Background: an optimization exercise with open tools, aiming at small area, a short achievable clock period and few clock cycles. Do not read the settings as production practice.
No run shown here included a check of the RTL's function; only the layout flow was run.
Power is estimated from default activity; no workload was simulated.

[flow/design.v]
module D_FF (q, d, reset, clk);
	output logic q;
	input logic d, reset, clk;
	always_ff @(posedge clk)
		if (reset)
			q <= 0;  
		else
			q <= d;  
endmodule
module FF_en(q, d, en, reset, clk);
	output q;
	input d, en, reset, clk;
	wire dat;
	D_FF ff(.q, .d(dat), .reset, .clk);
	NAND_MUX_2x1 muxs(.out(dat), .select(en), .invSelect(~en), .in({d, q}));
endmodule
module NAND_MUX_2x1(out, select, invSelect, in);
	output out;
	input select, invSelect;
	input [1:0] in;
	wire one, zero;
	nand oneNand(one, select, in[1]);
	nand zeroNand(zero, invSelect, in[0]);
	nand sumNand(out, one, zero);
endmodule
module NAND_MUX_4x1(out, select, invSelect, in);
	output out;
	input [1:0] select, invSelect;
	input [3:0] in;
	wire three, two, one, zero;
	nand zeroNand(zero, in[0], invSelect[1], invSelect[0]);
	nand oneNand(one, in[1], invSelect[1], select[0]);
	nand twoNand(two, in[2], select[1], invSelect[0]);
	nand threeNand(three, in[3], select[1], select[0]);
	nand sumNand(out, three, two, one, zero);
endmodule
module adderC65 (val1, val2, Cin, valOut);
	input logic [64:0] val1, val2;
	input logic Cin;
	output logic [64:0] valOut; 
	logic [64:0] cinToCout;
	genvar i;
	generate
		for(i=0; i<64; i++) begin : eachAdder
			full_adder adder(.S(valOut[i+1]), .Cout(cinToCout[i+1]), .A(val1[i+1]), .B(val2[i+1]), .Cin(cinToCout[i]));
		end
	endgenerate
	full_adder startAdder(.S(valOut[0]), .Cout(cinToCout[0]), .A(val1[0]), .B(val2[0]), .Cin);
endmodule
module divider1(quotient, valid_out, divisor, dividend, valid_in, rst, clk);
  output [63:0] quotient;
  output valid_out;
  input [63:0] divisor, dividend;
  input valid_in, rst, clk;
  localparam int K  = 3;                     
  localparam int DW = 67 + K;                
  localparam int JW = 5;                     
  logic          busy;
  logic          first;   
  logic          vo;      
  logic          bzr;     
  logic [63:0]   rr;      
  logic [DW-1:0] rd;      
  logic [7:0]    sr;      
  logic          sbn;     
  logic [63:0]   rq;      
  logic          neg;     
  logic [JW-1:0] cnt;     
  function automatic logic [6:0] bitlen(input logic [63:0] x, input logic inc);
    logic [63:0] v; logic [6:0] p [64];
    for (int i = 0; i < 64; i++) begin v[i] = x[i]; p[i] = inc ? 7'(i + 2) : 7'(i + 1); end
    for (int l = 0; l < 6; l++) begin
      for (int i = 0; i < (32 >> l); i++) begin
        p[i] = v[2*i+1] ? p[2*i+1] : p[2*i];
        v[i] = v[2*i+1] | v[2*i];
      end
    end
    bitlen = v[0] ? p[0] : {6'd0, inc};
  endfunction
  wire        sa = dividend[63];
  wire        sb = divisor[63];
  wire [63:0] ma = sa ? (64'd0 - dividend) : dividend;
  wire [6:0]  la = bitlen({1'b0, dividend[62:0] ^ dividend[63:1]}, sa);
  wire [6:0]  lb = bitlen({1'b0, divisor[62:0] ^ divisor[63:1]}, 1'b0);
  wire        bz = (divisor == 64'd0);
  wire [7:0]  sdiff = {1'b0, la} - {1'b0, lb};
  wire [7:0]  s = (la == 7'd0) ? 8'hff : sdiff;
  wire zq = sr[7];
  wire quick = first & (zq | bzr);
  assign valid_out = vo | quick;
  logic [JW-1:0] j0;
  always_comb begin
    j0 = '0;
    for (int i = 0; i < 128; i++) if (sr[6:0] == 7'(i)) j0 = JW'((i + 1) / K);
  end
  logic [DW-1:0] deff;
  always_comb begin
    deff = rd;
    for (int k = 0; k < JW; k++)
      if (first & j0[k]) deff = (deff << (K << k)) | ~({DW{1'b1}} << (K << k)) & {DW{sbn}};
  end
  wire [63:0] r [K+1];
  wire [K-1:0] qb;
  assign r[0] = rr;
  for (genvar j = 0; j < K; j++) begin : g_it
    div_iter #(.DW(DW)) u_it(.r(r[j]), .d(j == 0 ? rd : (deff >> j)), .cin(~sbn),
                             .skip(j == 0 ? first : 1'b0), .y(r[j+1]), .q(qb[K-1-j]));
  end
  assign quotient = neg ? (64'd0 - rq) : rq;
  wire [JW-1:0] cnow = first ? j0 : cnt;
  wire last = (cnow == '0);
  always_ff @(posedge clk) begin
    if (rst) begin
      busy  <= 1'b0;
      first <= 1'b0;
      vo    <= 1'b0;
    end else if (!busy) begin
      busy  <= valid_in;
      first <= valid_in;
      vo    <= 1'b0;
    end else begin
      busy  <= ~last & ~quick;
      first <= 1'b0;
      vo    <= last & ~quick;
    end
  end
  always_ff @(posedge clk) begin
    if (!busy) begin
      bzr   <= bz;
      rr    <= ma;
      rd    <= (DW'(divisor ^ {64{sb}}) << (K - 1)) | DW'({(K-1){sb}});
      sr    <= s;
      sbn   <= sb;
      rq    <= {63'd0, bz};
      neg   <= bz ? ~sa : (sa ^ sb);
    end else begin
      rr    <= r[K];
      rd    <= deff >> K;
      cnt   <= cnow - 1'b1;
      rq    <= {rq[63-K:0], qb};
    end
  end
endmodule
module div_iter #(parameter int DW = 70)
  (input [63:0] r, input [DW-1:0] d, input cin, input skip, output [63:0] y, output q);
  wire [DW+1:0] t = {{(DW-64){1'b0}}, r, 1'b1} + {~d, cin};
  assign q = t[DW+1] & ~skip;
  assign y = q ? t[64:1] : r;
endmodule
module full_adder(S, Cout, A, B, Cin);
	output S, Cout;
	input A, B, Cin;
	wire AB, AC, BC;
	xor sum(S, A, B, Cin);
	nand ab(AB, A, B);
	nand ac(AC, A, Cin);
	nand bc(BC, B, Cin);
	nand abc(Cout, AB, AC, BC);
endmodule
module mux_2x1_X65(outs, select, invSelect, ins);
	output [64:0] outs;
	input select, invSelect;
	input [1:0][64:0] ins;
		NAND_MUX_2x1 m7(.out(outs[7]), .select, .invSelect, .in({ins[1][7], ins[0][7]}));
	NAND_MUX_2x1 m6(.out(outs[6]), .select, .invSelect, .in({ins[1][6], ins[0][6]}));
	NAND_MUX_2x1 m5(.out(outs[5]), .select, .invSelect, .in({ins[1][5], ins[0][5]}));
	NAND_MUX_2x1 m4(.out(outs[4]), .select, .invSelect, .in({ins[1][4], ins[0][4]}));
	NAND_MUX_2x1 m3(.out(outs[3]), .select, .invSelect, .in({ins[1][3], ins[0][3]}));
	NAND_MUX_2x1 m2(.out(outs[2]), .select, .invSelect, .in({ins[1][2], ins[0][2]}));
	NAND_MUX_2x1 m1(.out(outs[1]), .select, .invSelect, .in({ins[1][1], ins[0][1]}));
	NAND_MUX_2x1 m0(.out(outs[0]), .select, .invSelect, .in({ins[1][0], ins[0][0]}));
		NAND_MUX_2x1 m15(.out(outs[15]), .select, .invSelect, .in({ins[1][15], ins[0][15]}));
	NAND_MUX_2x1 m14(.out(outs[14]), .select, .invSelect, .in({ins[1][14], ins[0][14]}));
	NAND_MUX_2x1 m13(.out(outs[13]), .select, .invSelect, .in({ins[1][13], ins[0][13]}));
	NAND_MUX_2x1 m12(.out(outs[12]), .select, .invSelect, .in({ins[1][12], ins[0][12]}));
	NAND_MUX_2x1 m11(.out(outs[11]), .select, .invSelect, .in({ins[1][11], ins[0][11]}));
	NAND_MUX_2x1 m10(.out(outs[10]), .select, .invSelect, .in({ins[1][10], ins[0][10]}));
	NAND_MUX_2x1 m9(.out(outs[9]), .select, .invSelect, .in({ins[1][9], ins[0][9]}));
	NAND_MUX_2x1 m8(.out(outs[8]), .select, .invSelect, .in({ins[1][8], ins[0][8]}));
		NAND_MUX_2x1 m23(.out(outs[23]), .select, .invSelect, .in({ins[1][23], ins[0][23]}));
	NAND_MUX_2x1 m22(.out(outs[22]), .select, .invSelect, .in({ins[1][22], ins[0][22]}));
	NAND_MUX_2x1 m21(.out(outs[21]), .select, .invSelect, .in({ins[1][21], ins[0][21]}));
	NAND_MUX_2x1 m20(.out(outs[20]), .select, .invSelect, .in({ins[1][20], ins[0][20]}));
	NAND_MUX_2x1 m19(.out(outs[19]), .select, .invSelect, .in({ins[1][19], ins[0][19]}));
	NAND_MUX_2x1 m18(.out(outs[18]), .select, .invSelect, .in({ins[1][18], ins[0][18]}));
	NAND_MUX_2x1 m17(.out(outs[17]), .select, .invSelect, .in({ins[1][17], ins[0][17]}));
	NAND_MUX_2x1 m16(.out(outs[16]), .select, .invSelect, .in({ins[1][16], ins[0][16]}));
		NAND_MUX_2x1 m31(.out(outs[31]), .select, .invSelect, .in({ins[1][31], ins[0][31]}));
	NAND_MUX_2x1 m30(.out(outs[30]), .select, .invSelect, .in({ins[1][30], ins[0][30]}));
	NAND_MUX_2x1 m29(.out(outs[29]), .select, .invSelect, .in({ins[1][29], ins[0][29]}));
	NAND_MUX_2x1 m28(.out(outs[28]), .select, .invSelect, .in({ins[1][28], ins[0][28]}));
	NAND_MUX_2x1 m27(.out(outs[27]), .select, .invSelect, .in({ins[1][27], ins[0][27]}));
	NAND_MUX_2x1 m26(.out(outs[26]), .select, .invSelect, .in({ins[1][26], ins[0][26]}));
	NAND_MUX_2x1 m25(.out(outs[25]), .select, .invSelect, .in({ins[1][25], ins[0][25]}));
	NAND_MUX_2x1 m24(.out(outs[24]), .select, .invSelect, .in({ins[1][24], ins[0][24]}));
		NAND_MUX_2x1 m39(.out(outs[39]), .select, .invSelect, .in({ins[1][39], ins[0][39]}));
	NAND_MUX_2x1 m38(.out(outs[38]), .select, .invSelect, .in({ins[1][38], ins[0][38]}));
	NAND_MUX_2x1 m37(.out(outs[37]), .select, .invSelect, .in({ins[1][37], ins[0][37]}));
	NAND_MUX_2x1 m36(.out(outs[36]), .select, .invSelect, .in({ins[1][36], ins[0][36]}));
	NAND_MUX_2x1 m35(.out(outs[35]), .select, .invSelect, .in({ins[1][35], ins[0][35]}));
	NAND_MUX_2x1 m34(.out(outs[34]), .select, .invSelect, .in({ins[1][34], ins[0][34]}));
	NAND_MUX_2x1 m33(.out(outs[33]), .select, .invSelect, .in({ins[1][33], ins[0][33]}));
	NAND_MUX_2x1 m32(.out(outs[32]), .select, .invSelect, .in({ins[1][32], ins[0][32]}));
		NAND_MUX_2x1 m47(.out(outs[47]), .select, .invSelect, .in({ins[1][47], ins[0][47]}));
	NAND_MUX_2x1 m46(.out(outs[46]), .select, .invSelect, .in({ins[1][46], ins[0][46]}));
	NAND_MUX_2x1 m45(.out(outs[45]), .select, .invSelect, .in({ins[1][45], ins[0][45]}));
	NAND_MUX_2x1 m44(.out(outs[44]), .select, .invSelect, .in({ins[1][44], ins[0][44]}));
	NAND_MUX_2x1 m43(.out(outs[43]), .select, .invSelect, .in({ins[1][43], ins[0][43]}));
	NAND_MUX_2x1 m42(.out(outs[42]), .select, .invSelect, .in({ins[1][42], ins[0][42]}));
	NAND_MUX_2x1 m41(.out(outs[41]), .select, .invSelect, .in({ins[1][41], ins[0][41]}));
	NAND_MUX_2x1 m40(.out(outs[40]), .select, .invSelect, .in({ins[1][40], ins[0][40]}));
		NAND_MUX_2x1 m55(.out(outs[55]), .select, .invSelect, .in({ins[1][55], ins[0][55]}));
	NAND_MUX_2x1 m54(.out(outs[54]), .select, .invSelect, .in({ins[1][54], ins[0][54]}));
	NAND_MUX_2x1 m53(.out(outs[53]), .select, .invSelect, .in({ins[1][53], ins[0][53]}));
	NAND_MUX_2x1 m52(.out(outs[52]), .select, .invSelect, .in({ins[1][52], ins[0][52]}));
	NAND_MUX_2x1 m51(.out(outs[51]), .select, .invSelect, .in({ins[1][51], ins[0][51]}));
	NAND_MUX_2x1 m50(.out(outs[50]), .select, .invSelect, .in({ins[1][50], ins[0][50]}));
	NAND_MUX_2x1 m49(.out(outs[49]), .select, .invSelect, .in({ins[1][49], ins[0][49]}));
	NAND_MUX_2x1 m48(.out(outs[48]), .select, .invSelect, .in({ins[1][48], ins[0][48]}));
		NAND_MUX_2x1 m63(.out(outs[63]), .select, .invSelect, .in({ins[1][63], ins[0][63]}));
	NAND_MUX_2x1 m62(.out(outs[62]), .select, .invSelect, .in({ins[1][62], ins[0][62]}));
	NAND_MUX_2x1 m61(.out(outs[61]), .select, .invSelect, .in({ins[1][61], ins[0][61]}));
	NAND_MUX_2x1 m60(.out(outs[60]), .select, .invSelect, .in({ins[1][60], ins[0][60]}));
	NAND_MUX_2x1 m59(.out(outs[59]), .select, .invSelect, .in({ins[1][59], ins[0][59]}));
	NAND_MUX_2x1 m58(.out(outs[58]), .select, .invSelect, .in({ins[1][58], ins[0][58]}));
	NAND_MUX_2x1 m57(.out(outs[57]), .select, .invSelect, .in({ins[1][57], ins[0][57]}));
	NAND_MUX_2x1 m56(.out(outs[56]), .select, .invSelect, .in({ins[1][56], ins[0][56]}));
		NAND_MUX_2x1 m64(.out(outs[64]), .select, .invSelect, .in({ins[1][64], ins[0][64]}));
endmodule
module mux_4x1_X65(outs, select, invSelect, ins);
	output [64:0] outs;
	input [1:0] select, invSelect;
	input [3:0][64:0] ins;
		NAND_MUX_4x1 m7(.out(outs[7]), .select, .invSelect, .in({ins[3][7], ins[2][7], ins[1][7], ins[0][7]}));
	NAND_MUX_4x1 m6(.out(outs[6]), .select, .invSelect, .in({ins[3][6], ins[2][6], ins[1][6], ins[0][6]}));
	NAND_MUX_4x1 m5(.out(outs[5]), .select, .invSelect, .in({ins[3][5], ins[2][5], ins[1][5], ins[0][5]}));
	NAND_MUX_4x1 m4(.out(outs[4]), .select, .invSelect, .in({ins[3][4], ins[2][4], ins[1][4], ins[0][4]}));
	NAND_MUX_4x1 m3(.out(outs[3]), .select, .invSelect, .in({ins[3][3], ins[2][3], ins[1][3], ins[0][3]}));
	NAND_MUX_4x1 m2(.out(outs[2]), .select, .invSelect, .in({ins[3][2], ins[2][2], ins[1][2], ins[0][2]}));
	NAND_MUX_4x1 m1(.out(outs[1]), .select, .invSelect, .in({ins[3][1], ins[2][1], ins[1][1], ins[0][1]}));
	NAND_MUX_4x1 m0(.out(outs[0]), .select, .invSelect, .in({ins[3][0], ins[2][0], ins[1][0], ins[0][0]}));
		NAND_MUX_4x1 m15(.out(outs[15]), .select, .invSelect, .in({ins[3][15], ins[2][15], ins[1][7], ins[0][15]}));
	NAND_MUX_4x1 m14(.out(outs[14]), .select, .invSelect, .in({ins[3][14], ins[2][14], ins[1][7], ins[0][14]}));
	NAND_MUX_4x1 m13(.out(outs[13]), .select, .invSelect, .in({ins[3][13], ins[2][13], ins[1][7], ins[0][13]}));
	NAND_MUX_4x1 m12(.out(outs[12]), .select, .invSelect, .in({ins[3][12], ins[2][12], ins[1][7], ins[0][12]}));
	NAND_MUX_4x1 m11(.out(outs[11]), .select, .invSelect, .in({ins[3][11], ins[2][11], ins[1][7], ins[0][11]}));
	NAND_MUX_4x1 m10(.out(outs[10]), .select, .invSelect, .in({ins[3][10], ins[2][10], ins[1][7], ins[0][10]}));
	NAND_MUX_4x1 m9(.out(outs[9]), .select, .invSelect, .in({ins[3][9], ins[2][9], ins[1][7], ins[0][9]}));
	NAND_MUX_4x1 m8(.out(outs[8]), .select, .invSelect, .in({ins[3][8], ins[2][8], ins[1][7], ins[0][8]}));
		NAND_MUX_4x1 m23(.out(outs[23]), .select, .invSelect, .in({ins[3][23], ins[2][23], ins[1][23], ins[0][23]}));
	NAND_MUX_4x1 m22(.out(outs[22]), .select, .invSelect, .in({ins[3][22], ins[2][22], ins[1][22], ins[0][22]}));
	NAND_MUX_4x1 m21(.out(outs[21]), .select, .invSelect, .in({ins[3][21], ins[2][21], ins[1][21], ins[0][21]}));
	NAND_MUX_4x1 m20(.out(outs[20]), .select, .invSelect, .in({ins[3][20], ins[2][20], ins[1][20], ins[0][20]}));
	NAND_MUX_4x1 m19(.out(outs[19]), .select, .invSelect, .in({ins[3][19], ins[2][19], ins[1][19], ins[0][19]}));
	NAND_MUX_4x1 m18(.out(outs[18]), .select, .invSelect, .in({ins[3][18], ins[2][18], ins[1][18], ins[0][18]}));
	NAND_MUX_4x1 m17(.out(outs[17]), .select, .invSelect, .in({ins[3][17], ins[2][17], ins[1][17], ins[0][17]}));
	NAND_MUX_4x1 m16(.out(outs[16]), .select, .invSelect, .in({ins[3][16], ins[2][16], ins[1][16], ins[0][16]}));
		NAND_MUX_4x1 m31(.out(outs[31]), .select, .invSelect, .in({ins[3][31], ins[2][31], ins[1][31], ins[0][31]}));
	NAND_MUX_4x1 m30(.out(outs[30]), .select, .invSelect, .in({ins[3][30], ins[2][30], ins[1][30], ins[0][30]}));
	NAND_MUX_4x1 m29(.out(outs[29]), .select, .invSelect, .in({ins[3][29], ins[2][29], ins[1][29], ins[0][29]}));
	NAND_MUX_4x1 m28(.out(outs[28]), .select, .invSelect, .in({ins[3][28], ins[2][28], ins[1][28], ins[0][28]}));
	NAND_MUX_4x1 m27(.out(outs[27]), .select, .invSelect, .in({ins[3][27], ins[2][27], ins[1][27], ins[0][27]}));
	NAND_MUX_4x1 m26(.out(outs[26]), .select, .invSelect, .in({ins[3][26], ins[2][26], ins[1][26], ins[0][26]}));
	NAND_MUX_4x1 m25(.out(outs[25]), .select, .invSelect, .in({ins[3][25], ins[2][25], ins[1][25], ins[0][25]}));
	NAND_MUX_4x1 m24(.out(outs[24]), .select, .invSelect, .in({ins[3][24], ins[2][24], ins[1][24], ins[0][24]}));
		NAND_MUX_4x1 m39(.out(outs[39]), .select, .invSelect, .in({ins[3][39], ins[2][39], ins[1][39], ins[0][39]}));
	NAND_MUX_4x1 m38(.out(outs[38]), .select, .invSelect, .in({ins[3][38], ins[2][38], ins[1][38], ins[0][38]}));
	NAND_MUX_4x1 m37(.out(outs[37]), .select, .invSelect, .in({ins[3][37], ins[2][37], ins[1][37], ins[0][37]}));
	NAND_MUX_4x1 m36(.out(outs[36]), .select, .invSelect, .in({ins[3][36], ins[2][36], ins[1][36], ins[0][36]}));
	NAND_MUX_4x1 m35(.out(outs[35]), .select, .invSelect, .in({ins[3][35], ins[2][35], ins[1][35], ins[0][35]}));
	NAND_MUX_4x1 m34(.out(outs[34]), .select, .invSelect, .in({ins[3][34], ins[2][34], ins[1][34], ins[0][34]}));
	NAND_MUX_4x1 m33(.out(outs[33]), .select, .invSelect, .in({ins[3][33], ins[2][33], ins[1][33], ins[0][33]}));
	NAND_MUX_4x1 m32(.out(outs[32]), .select, .invSelect, .in({ins[3][32], ins[2][32], ins[1][32], ins[0][32]}));
		NAND_MUX_4x1 m47(.out(outs[47]), .select, .invSelect, .in({ins[3][47], ins[2][47], ins[1][47], ins[0][47]}));
	NAND_MUX_4x1 m46(.out(outs[46]), .select, .invSelect, .in({ins[3][46], ins[2][46], ins[1][46], ins[0][46]}));
	NAND_MUX_4x1 m45(.out(outs[45]), .select, .invSelect, .in({ins[3][45], ins[2][45], ins[1][45], ins[0][45]}));
	NAND_MUX_4x1 m44(.out(outs[44]), .select, .invSelect, .in({ins[3][44], ins[2][44], ins[1][44], ins[0][44]}));
	NAND_MUX_4x1 m43(.out(outs[43]), .select, .invSelect, .in({ins[3][43], ins[2][43], ins[1][43], ins[0][43]}));
	NAND_MUX_4x1 m42(.out(outs[42]), .select, .invSelect, .in({ins[3][42], ins[2][42], ins[1][42], ins[0][42]}));
	NAND_MUX_4x1 m41(.out(outs[41]), .select, .invSelect, .in({ins[3][41], ins[2][41], ins[1][41], ins[0][41]}));
	NAND_MUX_4x1 m40(.out(outs[40]), .select, .invSelect, .in({ins[3][40], ins[2][40], ins[1][40], ins[0][40]}));
		NAND_MUX_4x1 m55(.out(outs[55]), .select, .invSelect, .in({ins[3][55], ins[2][55], ins[1][55], ins[0][55]}));
	NAND_MUX_4x1 m54(.out(outs[54]), .select, .invSelect, .in({ins[3][54], ins[2][54], ins[1][54], ins[0][54]}));
	NAND_MUX_4x1 m53(.out(outs[53]), .select, .invSelect, .in({ins[3][53], ins[2][53], ins[1][53], ins[0][53]}));
	NAND_MUX_4x1 m52(.out(outs[52]), .select, .invSelect, .in({ins[3][52], ins[2][52], ins[1][52], ins[0][52]}));
	NAND_MUX_4x1 m51(.out(outs[51]), .select, .invSelect, .in({ins[3][51], ins[2][51], ins[1][51], ins[0][51]}));
	NAND_MUX_4x1 m50(.out(outs[50]), .select, .invSelect, .in({ins[3][50], ins[2][50], ins[1][50], ins[0][50]}));
	NAND_MUX_4x1 m49(.out(outs[49]), .select, .invSelect, .in({ins[3][49], ins[2][49], ins[1][49], ins[0][49]}));
	NAND_MUX_4x1 m48(.out(outs[48]), .select, .invSelect, .in({ins[3][48], ins[2][48], ins[1][48], ins[0][48]}));
		NAND_MUX_4x1 m63(.out(outs[63]), .select, .invSelect, .in({ins[3][63], ins[2][63], ins[1][63], ins[0][63]}));
	NAND_MUX_4x1 m62(.out(outs[62]), .select, .invSelect, .in({ins[3][62], ins[2][62], ins[1][62], ins[0][62]}));
	NAND_MUX_4x1 m61(.out(outs[61]), .select, .invSelect, .in({ins[3][61], ins[2][61], ins[1][61], ins[0][61]}));
	NAND_MUX_4x1 m60(.out(outs[60]), .select, .invSelect, .in({ins[3][60], ins[2][60], ins[1][60], ins[0][60]}));
	NAND_MUX_4x1 m59(.out(outs[59]), .select, .invSelect, .in({ins[3][59], ins[2][59], ins[1][59], ins[0][59]}));
	NAND_MUX_4x1 m58(.out(outs[58]), .select, .invSelect, .in({ins[3][58], ins[2][58], ins[1][58], ins[0][58]}));
	NAND_MUX_4x1 m57(.out(outs[57]), .select, .invSelect, .in({ins[3][57], ins[2][57], ins[1][57], ins[0][57]}));
	NAND_MUX_4x1 m56(.out(outs[56]), .select, .invSelect, .in({ins[3][56], ins[2][56], ins[1][56], ins[0][56]}));
		NAND_MUX_4x1 m64(.out(outs[64]), .select, .invSelect, .in({ins[3][64], ins[2][64], ins[1][64], ins[0][64]}));
endmodule
module norifier(outs, ins1, ins0);
	output [63:0] outs;
	input [63:0] ins1, ins0;
		nor oa7(outs[7], ins1[7], ins0[7]);
	nor oa6(outs[6], ins1[6], ins0[6]);
	nor oa5(outs[5], ins1[5], ins0[5]);
	nor oa4(outs[4], ins1[4], ins0[4]);
	nor oa3(outs[3], ins1[3], ins0[3]);
	nor oa2(outs[2], ins1[2], ins0[2]);
	nor oa1(outs[1], ins1[1], ins0[1]);
	nor oa0(outs[0], ins1[0], ins0[0]);
		nor oa15(outs[15], ins1[15], ins0[15]);
	nor oa14(outs[14], ins1[14], ins0[14]);
	nor oa13(outs[13], ins1[13], ins0[13]);
	nor oa12(outs[12], ins1[12], ins0[12]);
	nor oa11(outs[11], ins1[11], ins0[11]);
	nor oa10(outs[10], ins1[10], ins0[10]);
	nor oa9(outs[9], ins1[9], ins0[9]);
	nor oa8(outs[8], ins1[8], ins0[8]);
		nor oa23(outs[23], ins1[23], ins0[23]);
	nor oa22(outs[22], ins1[22], ins0[22]);
	nor oa21(outs[21], ins1[21], ins0[21]);
	nor oa20(outs[20], ins1[20], ins0[20]);
	nor oa19(outs[19], ins1[19], ins0[19]);
	nor oa18(outs[18], ins1[18], ins0[18]);
	nor oa17(outs[17], ins1[17], ins0[17]);
	nor oa16(outs[16], ins1[16], ins0[16]);
		nor oa31(outs[31], ins1[31], ins0[31]);
	nor oa30(outs[30], ins1[30], ins0[30]);
	nor oa29(outs[29], ins1[29], ins0[29]);
	nor oa28(outs[28], ins1[28], ins0[28]);
	nor oa27(outs[27], ins1[27], ins0[27]);
	nor oa26(outs[26], ins1[26], ins0[26]);
	nor oa25(outs[25], ins1[25], ins0[25]);
	nor oa24(outs[24], ins1[24], ins0[24]);
		nor oa39(outs[39], ins1[39], ins0[39]);
	nor oa38(outs[38], ins1[38], ins0[38]);
	nor oa37(outs[37], ins1[37], ins0[37]);
	nor oa36(outs[36], ins1[36], ins0[36]);
	nor oa35(outs[35], ins1[35], ins0[35]);
	nor oa34(outs[34], ins1[34], ins0[34]);
	nor oa33(outs[33], ins1[33], ins0[33]);
	nor oa32(outs[32], ins1[32], ins0[32]);
		nor oa47(outs[47], ins1[47], ins0[47]);
	nor oa46(outs[46], ins1[46], ins0[46]);
	nor oa45(outs[45], ins1[45], ins0[45]);
	nor oa44(outs[44], ins1[44], ins0[44]);
	nor oa43(outs[43], ins1[43], ins0[43]);
	nor oa42(outs[42], ins1[42], ins0[42]);
	nor oa41(outs[41], ins1[41], ins0[41]);
	nor oa40(outs[40], ins1[40], ins0[40]);
		nor oa55(outs[55], ins1[55], ins0[55]);
	nor oa54(outs[54], ins1[54], ins0[54]);
	nor oa53(outs[53], ins1[53], ins0[53]);
	nor oa52(outs[52], ins1[52], ins0[52]);
	nor oa51(outs[51], ins1[51], ins0[51]);
	nor oa50(outs[50], ins1[50], ins0[50]);
	nor oa49(outs[49], ins1[49], ins0[49]);
	nor oa48(outs[48], ins1[48], ins0[48]);
		nor oa63(outs[63], ins1[63], ins0[63]);
	nor oa62(outs[62], ins1[62], ins0[62]);
	nor oa61(outs[61], ins1[61], ins0[61]);
	nor oa60(outs[60], ins1[60], ins0[60]);
	nor oa59(outs[59], ins1[59], ins0[59]);
	nor oa58(outs[58], ins1[58], ins0[58]);
	nor oa57(outs[57], ins1[57], ins0[57]);
	nor oa56(outs[56], ins1[56], ins0[56]);
endmodule
module registerX64(outs, ins, en, rst, clk);
	output [63:0] outs;
	input [63:0] ins;
	input en, rst, clk;
		FF_en r7(.q(outs[7]), .d(ins[7]), .en, .reset(rst), .clk);
	FF_en r6(.q(outs[6]), .d(ins[6]), .en, .reset(rst), .clk);
	FF_en r5(.q(outs[5]), .d(ins[5]), .en, .reset(rst), .clk);
	FF_en r4(.q(outs[4]), .d(ins[4]), .en, .reset(rst), .clk);
	FF_en r3(.q(outs[3]), .d(ins[3]), .en, .reset(rst), .clk);
	FF_en r2(.q(outs[2]), .d(ins[2]), .en, .reset(rst), .clk);
	FF_en r1(.q(outs[1]), .d(ins[1]), .en, .reset(rst), .clk);
	FF_en r0(.q(outs[0]), .d(ins[0]), .en, .reset(rst), .clk);
		FF_en r15(.q(outs[15]), .d(ins[15]), .en, .reset(rst), .clk);
	FF_en r14(.q(outs[14]), .d(ins[14]), .en, .reset(rst), .clk);
	FF_en r13(.q(outs[13]), .d(ins[13]), .en, .reset(rst), .clk);
	FF_en r12(.q(outs[12]), .d(ins[12]), .en, .reset(rst), .clk);
	FF_en r11(.q(outs[11]), .d(ins[11]), .en, .reset(rst), .clk);
	FF_en r10(.q(outs[10]), .d(ins[10]), .en, .reset(rst), .clk);
	FF_en r9(.q(outs[9]), .d(ins[9]), .en, .reset(rst), .clk);
	FF_en r8(.q(outs[8]), .d(ins[8]), .en, .reset(rst), .clk);
		FF_en r23(.q(outs[23]), .d(ins[23]), .en, .reset(rst), .clk);
	FF_en r22(.q(outs[22]), .d(ins[22]), .en, .reset(rst), .clk);
	FF_en r21(.q(outs[21]), .d(ins[21]), .en, .reset(rst), .clk);
	FF_en r20(.q(outs[20]), .d(ins[20]), .en, .reset(rst), .clk);
	FF_en r19(.q(outs[19]), .d(ins[19]), .en, .reset(rst), .clk);
	FF_en r18(.q(outs[18]), .d(ins[18]), .en, .reset(rst), .clk);
	FF_en r17(.q(outs[17]), .d(ins[17]), .en, .reset(rst), .clk);
	FF_en r16(.q(outs[16]), .d(ins[16]), .en, .reset(rst), .clk);
		FF_en r31(.q(outs[31]), .d(ins[31]), .en, .reset(rst), .clk);
	FF_en r30(.q(outs[30]), .d(ins[30]), .en, .reset(rst), .clk);
	FF_en r29(.q(outs[29]), .d(ins[29]), .en, .reset(rst), .clk);
	FF_en r28(.q(outs[28]), .d(ins[28]), .en, .reset(rst), .clk);
	FF_en r27(.q(outs[27]), .d(ins[27]), .en, .reset(rst), .clk);
	FF_en r26(.q(outs[26]), .d(ins[26]), .en, .reset(rst), .clk);
	FF_en r25(.q(outs[25]), .d(ins[25]), .en, .reset(rst), .clk);
	FF_en r24(.q(outs[24]), .d(ins[24]), .en, .reset(rst), .clk);
		FF_en r39(.q(outs[39]), .d(ins[39]), .en, .reset(rst), .clk);
	FF_en r38(.q(outs[38]), .d(ins[38]), .en, .reset(rst), .clk);
	FF_en r37(.q(outs[37]), .d(ins[37]), .en, .reset(rst), .clk);
	FF_en r36(.q(outs[36]), .d(ins[36]), .en, .reset(rst), .clk);
	FF_en r35(.q(outs[35]), .d(ins[35]), .en, .reset(rst), .clk);
	FF_en r34(.q(outs[34]), .d(ins[34]), .en, .reset(rst), .clk);
	FF_en r33(.q(outs[33]), .d(ins[33]), .en, .reset(rst), .clk);
	FF_en r32(.q(outs[32]), .d(ins[32]), .en, .reset(rst), .clk);
		FF_en r47(.q(outs[47]), .d(ins[47]), .en, .reset(rst), .clk);
	FF_en r46(.q(outs[46]), .d(ins[46]), .en, .reset(rst), .clk);
	FF_en r45(.q(outs[45]), .d(ins[45]), .en, .reset(rst), .clk);
	FF_en r44(.q(outs[44]), .d(ins[44]), .en, .reset(rst), .clk);
	FF_en r43(.q(outs[43]), .d(ins[43]), .en, .reset(rst), .clk);
	FF_en r42(.q(outs[42]), .d(ins[42]), .en, .reset(rst), .clk);
	FF_en r41(.q(outs[41]), .d(ins[41]), .en, .reset(rst), .clk);
	FF_en r40(.q(outs[40]), .d(ins[40]), .en, .reset(rst), .clk);
		FF_en r55(.q(outs[55]), .d(ins[55]), .en, .reset(rst), .clk);
	FF_en r54(.q(outs[54]), .d(ins[54]), .en, .reset(rst), .clk);
	FF_en r53(.q(outs[53]), .d(ins[53]), .en, .reset(rst), .clk);
	FF_en r52(.q(outs[52]), .d(ins[52]), .en, .reset(rst), .clk);
	FF_en r51(.q(outs[51]), .d(ins[51]), .en, .reset(rst), .clk);
	FF_en r50(.q(outs[50]), .d(ins[50]), .en, .reset(rst), .clk);
	FF_en r49(.q(outs[49]), .d(ins[49]), .en, .reset(rst), .clk);
	FF_en r48(.q(outs[48]), .d(ins[48]), .en, .reset(rst), .clk);
		FF_en r63(.q(outs[63]), .d(ins[63]), .en, .reset(rst), .clk);
	FF_en r62(.q(outs[62]), .d(ins[62]), .en, .reset(rst), .clk);
	FF_en r61(.q(outs[61]), .d(ins[61]), .en, .reset(rst), .clk);
	FF_en r60(.q(outs[60]), .d(ins[60]), .en, .reset(rst), .clk);
	FF_en r59(.q(outs[59]), .d(ins[59]), .en, .reset(rst), .clk);
	FF_en r58(.q(outs[58]), .d(ins[58]), .en, .reset(rst), .clk);
	FF_en r57(.q(outs[57]), .d(ins[57]), .en, .reset(rst), .clk);
	FF_en r56(.q(outs[56]), .d(ins[56]), .en, .reset(rst), .clk);
endmodule
module registerX65(outs, ins, en, rst, clk);
	output [64:0] outs;
	input [64:0] ins;
	input en, rst, clk;
		FF_en r7(.q(outs[7]), .d(ins[7]), .en, .reset(rst), .clk);
	FF_en r6(.q(outs[6]), .d(ins[6]), .en, .reset(rst), .clk);
	FF_en r5(.q(outs[5]), .d(ins[5]), .en, .reset(rst), .clk);
	FF_en r4(.q(outs[4]), .d(ins[4]), .en, .reset(rst), .clk);
	FF_en r3(.q(outs[3]), .d(ins[3]), .en, .reset(rst), .clk);
	FF_en r2(.q(outs[2]), .d(ins[2]), .en, .reset(rst), .clk);
	FF_en r1(.q(outs[1]), .d(ins[1]), .en, .reset(rst), .clk);
	FF_en r0(.q(outs[0]), .d(ins[0]), .en, .reset(rst), .clk);
		FF_en r15(.q(outs[15]), .d(ins[15]), .en, .reset(rst), .clk);
	FF_en r14(.q(outs[14]), .d(ins[14]), .en, .reset(rst), .clk);
	FF_en r13(.q(outs[13]), .d(ins[13]), .en, .reset(rst), .clk);
	FF_en r12(.q(outs[12]), .d(ins[12]), .en, .reset(rst), .clk);
	FF_en r11(.q(outs[11]), .d(ins[11]), .en, .reset(rst), .clk);
	FF_en r10(.q(outs[10]), .d(ins[10]), .en, .reset(rst), .clk);
	FF_en r9(.q(outs[9]), .d(ins[9]), .en, .reset(rst), .clk);
	FF_en r8(.q(outs[8]), .d(ins[8]), .en, .reset(rst), .clk);
		FF_en r23(.q(outs[23]), .d(ins[23]), .en, .reset(rst), .clk);
	FF_en r22(.q(outs[22]), .d(ins[22]), .en, .reset(rst), .clk);
	FF_en r21(.q(outs[21]), .d(ins[21]), .en, .reset(rst), .clk);
	FF_en r20(.q(outs[20]), .d(ins[20]), .en, .reset(rst), .clk);
	FF_en r19(.q(outs[19]), .d(ins[19]), .en, .reset(rst), .clk);
	FF_en r18(.q(outs[18]), .d(ins[18]), .en, .reset(rst), .clk);
	FF_en r17(.q(outs[17]), .d(ins[17]), .en, .reset(rst), .clk);
	FF_en r16(.q(outs[16]), .d(ins[16]), .en, .reset(rst), .clk);
		FF_en r31(.q(outs[31]), .d(ins[31]), .en, .reset(rst), .clk);
	FF_en r30(.q(outs[30]), .d(ins[30]), .en, .reset(rst), .clk);
	FF_en r29(.q(outs[29]), .d(ins[29]), .en, .reset(rst), .clk);
	FF_en r28(.q(outs[28]), .d(ins[28]), .en, .reset(rst), .clk);
	FF_en r27(.q(outs[27]), .d(ins[27]), .en, .reset(rst), .clk);
	FF_en r26(.q(outs[26]), .d(ins[26]), .en, .reset(rst), .clk);
	FF_en r25(.q(outs[25]), .d(ins[25]), .en, .reset(rst), .clk);
	FF_en r24(.q(outs[24]), .d(ins[24]), .en, .reset(rst), .clk);
		FF_en r39(.q(outs[39]), .d(ins[39]), .en, .reset(rst), .clk);
	FF_en r38(.q(outs[38]), .d(ins[38]), .en, .reset(rst), .clk);
	FF_en r37(.q(outs[37]), .d(ins[37]), .en, .reset(rst), .clk);
	FF_en r36(.q(outs[36]), .d(ins[36]), .en, .reset(rst), .clk);
	FF_en r35(.q(outs[35]), .d(ins[35]), .en, .reset(rst), .clk);
	FF_en r34(.q(outs[34]), .d(ins[34]), .en, .reset(rst), .clk);
	FF_en r33(.q(outs[33]), .d(ins[33]), .en, .reset(rst), .clk);
	FF_en r32(.q(outs[32]), .d(ins[32]), .en, .reset(rst), .clk);
		FF_en r47(.q(outs[47]), .d(ins[47]), .en, .reset(rst), .clk);
	FF_en r46(.q(outs[46]), .d(ins[46]), .en, .reset(rst), .clk);
	FF_en r45(.q(outs[45]), .d(ins[45]), .en, .reset(rst), .clk);
	FF_en r44(.q(outs[44]), .d(ins[44]), .en, .reset(rst), .clk);
	FF_en r43(.q(outs[43]), .d(ins[43]), .en, .reset(rst), .clk);
	FF_en r42(.q(outs[42]), .d(ins[42]), .en, .reset(rst), .clk);
	FF_en r41(.q(outs[41]), .d(ins[41]), .en, .reset(rst), .clk);
	FF_en r40(.q(outs[40]), .d(ins[40]), .en, .reset(rst), .clk);
		FF_en r55(.q(outs[55]), .d(ins[55]), .en, .reset(rst), .clk);
	FF_en r54(.q(outs[54]), .d(ins[54]), .en, .reset(rst), .clk);
	FF_en r53(.q(outs[53]), .d(ins[53]), .en, .reset(rst), .clk);
	FF_en r52(.q(outs[52]), .d(ins[52]), .en, .reset(rst), .clk);
	FF_en r51(.q(outs[51]), .d(ins[51]), .en, .reset(rst), .clk);
	FF_en r50(.q(outs[50]), .d(ins[50]), .en, .reset(rst), .clk);
	FF_en r49(.q(outs[49]), .d(ins[49]), .en, .reset(rst), .clk);
	FF_en r48(.q(outs[48]), .d(ins[48]), .en, .reset(rst), .clk);
		FF_en r63(.q(outs[63]), .d(ins[63]), .en, .reset(rst), .clk);
	FF_en r62(.q(outs[62]), .d(ins[62]), .en, .reset(rst), .clk);
	FF_en r61(.q(outs[61]), .d(ins[61]), .en, .reset(rst), .clk);
	FF_en r60(.q(outs[60]), .d(ins[60]), .en, .reset(rst), .clk);
	FF_en r59(.q(outs[59]), .d(ins[59]), .en, .reset(rst), .clk);
	FF_en r58(.q(outs[58]), .d(ins[58]), .en, .reset(rst), .clk);
	FF_en r57(.q(outs[57]), .d(ins[57]), .en, .reset(rst), .clk);
	FF_en r56(.q(outs[56]), .d(ins[56]), .en, .reset(rst), .clk);
		FF_en r64(.q(outs[64]), .d(ins[64]), .en, .reset(rst), .clk);
endmodule
module xnorifier(outs, ins1, ins0);
	output [63:0] outs;
	input [63:0] ins1, ins0;
		xnor  xoa7(outs[7], ins1[7], ins0[7]);
	xnor xoa6(outs[6], ins1[6], ins0[6]);
	xnor xoa5(outs[5], ins1[5], ins0[5]);
	xnor xoa4(outs[4], ins1[4], ins0[4]);
	xnor xoa3(outs[3], ins1[3], ins0[3]);
	xnor xoa2(outs[2], ins1[2], ins0[2]);
	xnor xoa1(outs[1], ins1[1], ins0[1]);
	xnor xoa0(outs[0], ins1[0], ins0[0]);
		xnor xoa15(outs[15], ins1[15], ins0[15]);
	xnor xoa14(outs[14], ins1[14], ins0[14]);
	xnor xoa13(outs[13], ins1[13], ins0[13]);
	xnor xoa12(outs[12], ins1[12], ins0[12]);
	xnor xoa11(outs[11], ins1[11], ins0[11]);
	xnor xoa10(outs[10], ins1[10], ins0[10]);
	xnor xoa9(outs[9], ins1[9], ins0[9]);
	xnor xoa8(outs[8], ins1[8], ins0[8]);
		xnor xoa23(outs[23], ins1[23], ins0[23]);
	xnor xoa22(outs[22], ins1[22], ins0[22]);
	xnor xoa21(outs[21], ins1[21], ins0[21]);
	xnor xoa20(outs[20], ins1[20], ins0[20]);
	xnor xoa19(outs[19], ins1[19], ins0[19]);
	xnor xoa18(outs[18], ins1[18], ins0[18]);
	xnor xoa17(outs[17], ins1[17], ins0[17]);
	xnor xoa16(outs[16], ins1[16], ins0[16]);
		xnor xoa31(outs[31], ins1[31], ins0[31]);
	xnor xoa30(outs[30], ins1[30], ins0[30]);
	xnor xoa29(outs[29], ins1[29], ins0[29]);
	xnor xoa28(outs[28], ins1[28], ins0[28]);
	xnor xoa27(outs[27], ins1[27], ins0[27]);
	xnor xoa26(outs[26], ins1[26], ins0[26]);
	xnor xoa25(outs[25], ins1[25], ins0[25]);
	xnor xoa24(outs[24], ins1[24], ins0[24]);
		xnor xoa39(outs[39], ins1[39], ins0[39]);
	xnor xoa38(outs[38], ins1[38], ins0[38]);
	xnor xoa37(outs[37], ins1[37], ins0[37]);
	xnor xoa36(outs[36], ins1[36], ins0[36]);
	xnor xoa35(outs[35], ins1[35], ins0[35]);
	xnor xoa34(outs[34], ins1[34], ins0[34]);
	xnor xoa33(outs[33], ins1[33], ins0[33]);
	xnor xoa32(outs[32], ins1[32], ins0[32]);
		xnor xoa47(outs[47], ins1[47], ins0[47]);
	xnor xoa46(outs[46], ins1[46], ins0[46]);
	xnor xoa45(outs[45], ins1[45], ins0[45]);
	xnor xoa44(outs[44], ins1[44], ins0[44]);
	xnor xoa43(outs[43], ins1[43], ins0[43]);
	xnor xoa42(outs[42], ins1[42], ins0[42]);
	xnor xoa41(outs[41], ins1[41], ins0[41]);
	xnor xoa40(outs[40], ins1[40], ins0[40]);
		xnor xoa55(outs[55], ins1[55], ins0[55]);
	xnor xoa54(outs[54], ins1[54], ins0[54]);
	xnor xoa53(outs[53], ins1[53], ins0[53]);
	xnor xoa52(outs[52], ins1[52], ins0[52]);
	xnor xoa51(outs[51], ins1[51], ins0[51]);
	xnor xoa50(outs[50], ins1[50], ins0[50]);
	xnor xoa49(outs[49], ins1[49], ins0[49]);
	xnor xoa48(outs[48], ins1[48], ins0[48]);
		xnor xoa63(outs[63], ins1[63], ins0[63]);
	xnor xoa62(outs[62], ins1[62], ins0[62]);
	xnor xoa61(outs[61], ins1[61], ins0[61]);
	xnor xoa60(outs[60], ins1[60], ins0[60]);
	xnor xoa59(outs[59], ins1[59], ins0[59]);
	xnor xoa58(outs[58], ins1[58], ins0[58]);
	xnor xoa57(outs[57], ins1[57], ins0[57]);
	xnor xoa56(outs[56], ins1[56], ins0[56]);
endmodule
[flow/run.sh]
#!/bin/bash
# synth_recipe.tcl (not shown) runs the flow's synth.tcl, then flattens the netlist and writes it again
# the make line also repeats each setting of config.mk as NAME=value (left out here)
make -C /OpenROAD-flow-scripts/flow DESIGN_CONFIG=/design/flow/config.mk WORK_HOME=/design/flow/orfs CLKGATE_MAP_FILE= SYNTH_SCRIPT=/design/flow/synth_recipe.tcl finish
[flow/config.mk]
export PLATFORM = sky130hd
export DESIGN_NAME = divider1
export DESIGN_NICKNAME = divider1
export VERILOG_FILES = /design/flow/design.v
export SDC_FILE = /design/flow/constraint.sdc
export NUM_CORES = 8
export LEC_CHECK = 0
export CAP_MARGIN = 50
export CORE_MARGIN = 2
export CORE_UTILIZATION = 40
export SLEW_MARGIN = 50
export SYNTH_HIERARCHICAL = 1
[flow/constraint.sdc]
create_clock -name core_clock -period 32.0 [get_ports {clk}]
set_input_delay 6.4000 -clock core_clock [delete_from_list [all_inputs] [get_ports {clk}]]
set_output_delay 6.4000 -clock core_clock [all_outputs]
set_load 0.01 [all_outputs]
==> flow_metrics.py, run 1 <==
metrics = {
    "floorplan": {
        "dieArea_mm2": 0.0863,
        "fp-row-count": 106,
        "die_w_um": 294,
        "start_util_pct": 40.3,
        "core-area_mm2": 0.0834,
        "ios": 196,
        "die_y_um": 294,
    },
    "global_route": {
        "grt_overflow": 0,
        "grt_pass1_vias": 32321,
        "grtUsageTotal_pct": 29.6,
        "antenna_found_initial": 2,
        "grt_max_degree": 108,
        "grt_first_pass_wirelength_um": 198000,
    },
    "sta": {
        "fin_setup_tns_ns": 0,
        "maxSlewViolCount": 0,
        "hold_viol": 0,
        "finalCriticalPeriod_ns": 12.55,
        "max-slew-margin-rel_pct": 46.2,
        "worstMarginPinSlew_ns": 0.784,
        "hold_slack_ns": 0.505,
        "rsz0062_at_grt": "false",
        "setup_viol_count_final": 0,
        "fin_ws_ns": 19.45,
        "finalClockSkew_ns": 0.0248,
        "fmax_ghz": 0.0797,
        "fin_crit_sh_pct": 39.2,
    },
    "synth": {
        "synthCells": 4761,
        "syn_avg_cell_area_um2": 7.05,
        "ys_seq_elements": 214,
        "synth_ff_type": "dfxtp_1",
        "synth_top_area_share_pct": 12.5,
        "synth_cell_type_count": 106,
        "synth-async-reset-ratio_pct": 0,
        "ys_top_cells_by_area": "ha_1, dfxtp_1, nand2_1",
        "synth_area_leader_cell": "ha_1",
        "yosys_warnings": 11,
        "synth_area_mm2": 0.0336,
        "ys_seq_area_share_pct": 13.2,
        "synth_edf_count": 16,
    },
    "clocking": {
        "cts_inserted_buffers": 29,
        "clockBufferDepth": 3,
        "cts-root-buf": "clkbuf_16",
        "holdBufCountCts": 0,
        "cts_tree": "done",
        "clkTransAtPathRegs_ns": 0.06,
        "postCtsSetupRepairBufs": 0,
        "cts.sinks": 214,
        "post_cts_resized": 0,
        "cts_max_level": 1,
        "insertion_delay_ns": 0.63,
    },
    "drt": {
        "drc": 0,
        "dr.first_iter.drc_count": 3587,
        "dr.pass1.iters": 8,
        "vias": 35005,
        "wl_met3_um": 11900,
        "drt-total-wl_um": 132000,
        "top_layer": "met4",
        "avgRoutedWirePerCell_um": 22.4,
        "viasPerCell": 5.92,
        "wirelength_met1_um": 59800,
        "dr_wl_met2_um": 55000,
        "detail-route-antenna-nets": 0,
    },
    "worst_setup_path": {
        "worstPathArrival_ns": 13.10,
        "r2r-start": "sr[0]$_SDFFCE_PN1N_",
        "required_ns": 32.55,
        "path_class": "reg -> reg",
        "regToRegEndpoint": "rr[50]$_DFF_P_",
        "r2r_cells": 41,
        "slowest_delay_ns": 0.61,
        "cp_max_fo": 107,
        "crit_path_end_kind": "register",
        "r2r_slack_ns": 19.45,
        "cp-start-kind": "register",
        "cp_slowest_cell": "edfxtp_1",
        "crit_start": "sr[0]$_SDFFCE_PN1N_",
    },
    "place": {
        "dp_hpwl_um": 107000,
        "dpl_worst_slack_ns": 19.69,
        "dpl-instance-area_mm2": 0.0364,
        "port_buffers": 195,
        "place_congestion": 1.04,
    },
    "run_status": {
        "status": "no timing/DRC/antenna violations",
    },
    "flow_run": {
        "drv_cap": 0,
    },
    "hold_path": {
        "holdCritPathClass": "reg -> reg",
        "worstHoldStart": "rq[47]$_SDFF_PN0_",
        "hold_path_end": "rq[50]$_SDFF_PN0_",
        "holdPathStages": 1,
    },
    "power_and_ir_drop": {
        "leakagePower_uw": 0.0167,
        "total_power_uw": 3870,
        "ir_drop_mv": 0.0572,
        "power_density_mw_per_mm2": 103,
    },
    "layout": {
        "regArea_mm2": 0.00445,
        "drive_gt1_share_pct": 6.65,
        "fin_area_mm2": 0.0375,
        "multiInputGateArea_mm2": 0.0266,
        "fillers": 8766,
        "nets": 5274,
        "syn2layout_area_growth_pct": 11.7,
    },
}
[layer usage]
| metal | vias to the layer above | track usage [%] |
|---|---|---|
| li1 | 16985 | - |
| met1 | 16178 | 42.2 |
| met2 | 1579 | 44.9 |
| met3 | 263 | 4.70 |
| met4 | 0 | 10.3 |
| met5 | - | 0 |
[kinds of logic (layout without fill, tap and decap cells)]
logic type      after synthesis  after routing  share of synthesized area [%]
other cells                   1             10                         0.0112
mux                         198            198                           6.26
xor+xnor                    406            406                           10.6
fa+ha+maj                   339            339                           12.7
buf+inv                     697            756                           8.36
compound gates             1477           1477                           28.8
flops                       214            214                           13.2
simple gates               1429           1429                           20.1
[worst max-delay path, delay by kind of cell (launching register included)]
family,cells,cell delay [ns]
and+or+nand+nor,9,1.81
buffers and inverters,7,2.48
AOI/OAI and AO/OA,23,6.66
adders and majority gates,2,0.75
DFF,1,0.61
[where the power goes]
group	leakage, µW	internal [µW]	total (µW)	switching [µW]
combinational	0.0144	1150	3080	1940
clock	0.000514	213	360	147
sequential	0.00180	327	424	97.7
total	0.0167	1690	3870	2180
[registers in the layout, indices dropped and copies added, names as in the netlist]
name and cells:
rq 64, rr 64, bzr 1, first 1, sr 8, rd 67, busy 1, cnt 5
vo 1, sbn 1, neg 1
[layout by cell type, fill, tap and decap left out, types with 127 or more instances in the layout]
cell and instances:
nand2_1 638, o21ai_0 463, inv_1 452, a21oi_1 338, ha_1 335, nor2_1 279, xnor2_1 238, dfxtp_1 197
clkdlybuf4s50_1 193, xor2_1 168, mux2i_1 127
[Yosys cell counts, types with 25 or more instances]
master / instances
nand4_1: 71
buf_4: 26
o211ai_1: 35
nor2b_1: 25
xnor2_1: 238
o22ai_1: 29
mux2_2: 67
ha_1: 335
xor2_1: 168
nand3_1: 82
o21a_1: 35
nand2_1: 641
a211oi_1: 30
nor2_1: 285
buf_2: 57
a21oi_1: 341
o21ai_0: 464
inv_1: 453
clkbuf_1: 142
a31oi_1: 61
nor3_1: 53
mux2i_1: 128
a21o_1: 100
dfxtp_1: 198
and3_1: 31
and2_1: 79
o21bai_1: 40
o31ai_1: 48
nand2b_1: 34
[worst max path at each step]
stage,endpoint
2_1_floorplan,sr[5]$_SDFFCE_PN1N_
3_3_place_gp,rr[0]$_DFF_P_
3_5_place_dp,rr[50]$_DFF_P_
4_1_cts,rr[0]$_DFF_P_
5_1_grt,rr[0]$_DFF_P_
6_report,rr[50]$_DFF_P_
[cell type report]
| type | count | area share (%) |
|---|---|---|
| Tap cell | 1080 | 3.60 |
| Timing Repair Buffer | 247 | 6.32 |
| Clock inverter | 14 | 0.487 |
| Sequential cell | 214 | 11.9 |
| Multi-Input combinational cell | 3857 | 70.9 |
| Inverter | 455 | 4.55 |
| Clock buffer | 40 | 2.29 |
| Antenna cell | 2 | 0.0133 |
[through the flow]
stage / utilization [%] / cells
finish: 45.0 / 5909
floorplan: - / 4768
detailed placement: 43.6 / 5852
global route: 45.0 / 5909
global placement: 43.4 / 5846
CTS: 44.9 / 5906
==> inputs of run 2 (changes only) <==
--- a/flow/design.v
+++ b/flow/design.v
@@ -144,7 +144,24 @@
 module div_iter #(parameter int DW = 70)
   (input [63:0] r, input [DW-1:0] d, input cin, input skip, output [63:0] y, output q);
-  wire [DW+1:0] t = {{(DW-64){1'b0}}, r, 1'b1} + {~d, cin};
-  assign q = t[DW+1] & ~skip;
-  assign y = q ? t[64:1] : r;
+  logic [64:0] g, p, G, P;
+  logic [63:0] s;
+  always_comb begin
+    g = {r & ~d[63:0], cin};
+    p = {r ^ ~d[63:0], 1'b0};
+    G = g; P = p;
+    for (int l = 0; l < 7; l++)
+      for (int i = (2 << l) - 1; i < 65; i += (2 << l)) begin
+        G[i] = G[i] | (P[i] & G[i - (1 << l)]);
+        P[i] = P[i] & P[i - (1 << l)];
+      end
+    for (int l = 5; l >= 0; l--)
+      for (int i = (3 << l) - 1; i < 65; i += (2 << l)) begin
+        G[i] = G[i] | (P[i] & G[i - (1 << l)]);
+        P[i] = P[i] & P[i - (1 << l)];
+      end
+    for (int i = 0; i < 64; i++) s[i] = p[i+1] ^ G[i];
+  end
+  assign q = G[64] & ~(|d[DW-1:64]) & ~skip;
+  assign y = q ? s : r;
 endmodule
 module full_adder(S, Cout, A, B, Cin);
==> run 2 against run 1 <==
Net effect:
- still clean
- highest routed layer unchanged
- area after synthesis shrank 11%
- maximum frequency shrank 13%
- global-route usage shrank 2.9 points
- critical path depth grew 9
- largest cell class unchanged
==> flow_metrics.py, run 2 <==
metrics = {
    "synth": {
        "synth-async-reset-ratio_pct": 0,
        "ys_top_cells_by_area": "ha_1, dfxtp_1, nand2_1",
        "synth_top_area_share_pct": 13.8,
        "ys_seq_area_share_pct": 14.9,
        "synthCells": 4002,
        "synth_area_leader_cell": "ha_1",
        "yosys_warnings": 12,
        "synth_area_mm2": 0.0299,
        "syn_avg_cell_area_um2": 7.47,
        "synth_edf_count": 16,
        "synth.most_common_cell": "nand2_1",
        "ys_seq_elements": 214,
        "synth_common_cells": "nand2_1, inv_1, o21ai_0",
        "synth_cell_type_count": 93,
        "synth_ff_type": "dfxtp_1",
    },
    "layout": {
        "drive_gt1_share_pct": 6.29,
        "regArea_mm2": 0.00445,
        "final_cell_mix": "nand2_1, inv_1, o21ai_0",
        "fillers": 7629,
        "multiInputGateArea_mm2": 0.0232,
        "layout_commonest_cell": "nand2_1",
        "nets": 4685,
        "largest_register": "rd",
        "largest_reg_flops": 67,
        "top_regs": "rd: 67 flops, rq: 64 flops, rr: 64 flops",
        "fin_area_mm2": 0.0341,
        "syn2layout_area_growth_pct": 14.2,
        "post-route-util_pct": 46.0,
    },
    "clocking": {
        "clkTransAtPathRegs_ns": 0.06,
        "postCtsSetupRepairBufs": 0,
        "clockBufferDepth": 3,
        "cts_max_level": 1,
        "cts_inserted_buffers": 29,
        "holdBufCountCts": 0,
        "cts-root-buf": "clkbuf_16",
        "cts_tree": "done",
        "post_cts_resized": 0,
        "insertion_delay_ns": 0.62,
        "cts.sinks": 214,
    },
    "global_route": {
        "antenna_found_initial": 3,
        "grt_pass1_vias": 27361,
        "grtUsageTotal_pct": 26.7,
        "grt_first_pass_wirelength_um": 161000,
        "grt_overflow": 0,
        "grt_max_degree": 102,
    },
    "power_and_ir_drop": {
        "leakagePower_uw": 0.0156,
        "p_sw_share_pct": 52.3,
        "total_power_uw": 2840,
        "power_frac_seq_pct": 14.7,
        "ir_drop_mv": 0.0481,
        "power_density_mw_per_mm2": 83.3,
        "intPower_uw": 1360,
        "pwr-share-comb_pct": 73.0,
        "power_frac_clock_pct": 12.3,
        "switchingPower_uw": 1490,
    },
    "sta": {
        "fin_setup_tns_ns": 0,
        "finalClockSkew_ns": 0.0275,
        "finalCriticalPeriod_ns": 14.48,
        "rsz0062_at_grt": "false",
        "fin_crit_sh_pct": 45.3,
        "worstMarginPinSlew_ns": 0.761,
        "max-slew-margin-rel_pct": 49.1,
        "fmax_ghz": 0.0691,
        "hold_viol": 0,
        "maxSlewViolCount": 0,
        "setup_viol_count_final": 0,
    },
    "worst_setup_path": {
        "critPathBufInv": 6,
        "crit_start": "sbn$_DFFE_PN_",
        "slowest_delay_ns": 0.74,
        "cp_max_fo": 94,
        "path_class": "reg -> reg",
        "required_ns": 32.46,
        "cpMostUsedCell": "nand2_1",
        "cp-start-kind": "register",
        "cp-endpoint": "rr[8]$_DFF_P_",
        "cp_slowest_cell": "clkinv_1",
        "r2r_slack_ns": 17.52,
        "worstPathArrival_ns": 14.94,
        "r2r-start": "sbn$_DFFE_PN_",
        "r2r_cells": 50,
        "regToRegEndpoint": "rr[8]$_DFF_P_",
        "crit_family": "compound AO/OA/AOI/OAI gates",
        "crit_cells": 50,
        "crit_path_end_kind": "register",
    },
    "hold_path": {
        "worstHoldStart": "rq[1]$_SDFF_PN0_",
        "holdCritPathClass": "reg -> reg",
    },
    "drt": {
        "dr.pass1.iters": 6,
        "drc": 0,
        "drt-total-wl_um": 105000,
        "avgRoutedWirePerCell_um": 20.6,
        "dr.first_iter.drc_count": 2710,
        "detail-route-antenna-nets": 0,
        "viasPerCell": 5.61,
        "vias": 28715,
    },
    "floorplan": {
        "start_util_pct": 40.3,
        "die_y_um": 277,
        "fp-row-count": 100,
        "core-area_mm2": 0.0742,
        "die_w_um": 277,
        "ios": 196,
        "dieArea_mm2": 0.0769,
    },
    "place": {
        "dpl-instance-area_mm2": 0.0330,
        "dp_hpwl_um": 84100,
        "place_congestion": 1.01,
        "port_buffers": 195,
    },
    "run_status": {
        "status": "no timing/DRC/antenna violations",
    },
    "flow_run": {
        "drv_cap": 0,
    },
}
[run 2: cell types whose count changed after synthesis, moves of 28 or more]
| cell | change |
|---|---|
| mux2i_1 | +29 |
| xnor2_1 | -39 |
| nand4_1 | -32 |
| nand3_1 | -31 |
| xor2_1 | -48 |
| o21bai_1 | -28 |
| a21o_1 | -62 |
| fa_1 | +96 |
| nor2_1 | -88 |
| a21oi_1 | -161 |
| o21ai_0 | -91 |
[run 2: how the worst min path moves through the flow]
stage,slack [ns],cells past startpoint,endpoint
5_1_grt,0.51,2,rq[4]$_SDFF_PN0_
3_3_place_gp,0.49,2,rq[4]$_SDFF_PN0_
6_report,0.50,2,rq[4]$_SDFF_PN0_
3_5_place_dp,0.49,1,rq[8]$_SDFF_PN0_
4_1_cts,0.50,1,rq[8]$_SDFF_PN0_
2_1_floorplan,0.46,2,rq[4]$_SDFF_PN0_
[run 2: area by class of cell]
class	count	share of cell area, %
sequential	214	13.0
inverter	476	5.23
multi-input combinational	3151	68.1
timing repair buffer	253	7.16
antenna	1	0.00733
clock buffer	38	2.40
clock inverter	15	0.532
tap	969	3.55
[run 2: power by group through the flow]
stage          Clock (µW)  Combinational [µW]  Sequential, µW
3_5_place_dp            0                2000             418
4_1_cts               356                2020             413
5_1_grt               366                2320             419
3_3_place_gp            0                1990             422
6_report              350                2080             417
2_1_floorplan           0                1470             367
[run 2: tightest hold or removal path, delay by kind of cell (launching register included)]
family        cells  cell delay (ns)
buf+inv           1             0.09
flops             1             0.32
simple gates      1             0.05
[run 2: metrics by stage]
stage / std cells / setup slack [ns] / hold WS [ns]
floorplan: 4009 / 20.87 / 0.462
global route: 5117 / 16.62 / 0.506
finish: 5117 / 17.52 / 0.495
CTS: 5110 / 17.32 / 0.499
global placement: 5050 / 17.00 / 0.488
detailed placement: 5057 / 17.34 / 0.492
[run 2: cells by family (layout without fill, tap and decap cells)]
logic type,after synthesis,in the layout,synth area share (%)
AND/OR/NAND/NOR,1234,1234,19.3
multiplexers,217,217,7.93
AO/OA/AOI/OAI,943,943,19.8
flip-flops,214,214,14.9
other,1,9,0.0125
buffers and inverters,644,782,8.26
XOR/XNOR,319,319,9.35
adder cells (fa/ha/maj),430,430,20.5
[run 2: metal layers]
metal	global-route usage (%)	wire length [µm]	up-vias
met3	5.25	8850	221
met5	0	0	-
met4	10.6	4510	0
li1	-	-	14053
met1	36.7	47200	13313
met2	40.8	44700	1128

## re-timing with driven ports
How much do the figures lean on ideal ports? The routed layouts below were timed once more, with nothing changed but the port constraints.
Step 1 assumes that a clkbuf_16 drives the clock port and a buf_2 every other input.
Step 2 times the ports against the registers' clock, not the clock port: input delays grow and output delays shrink by t, the midpoint of the rising clock arrivals with the driver on.
a / b / c = no drivers / after step 1 / after step 2; a / b = the first two.
run | t, ns | slack for setup (ns) | worst setup path after step 2
run 1 | 0.684 | 19.449 / 19.449 / 19.449 | register to register
run 2 | 0.671 | 17.518 / 17.518 / 17.518 | register to register
After both steps setup and hold are still met in every run listed.
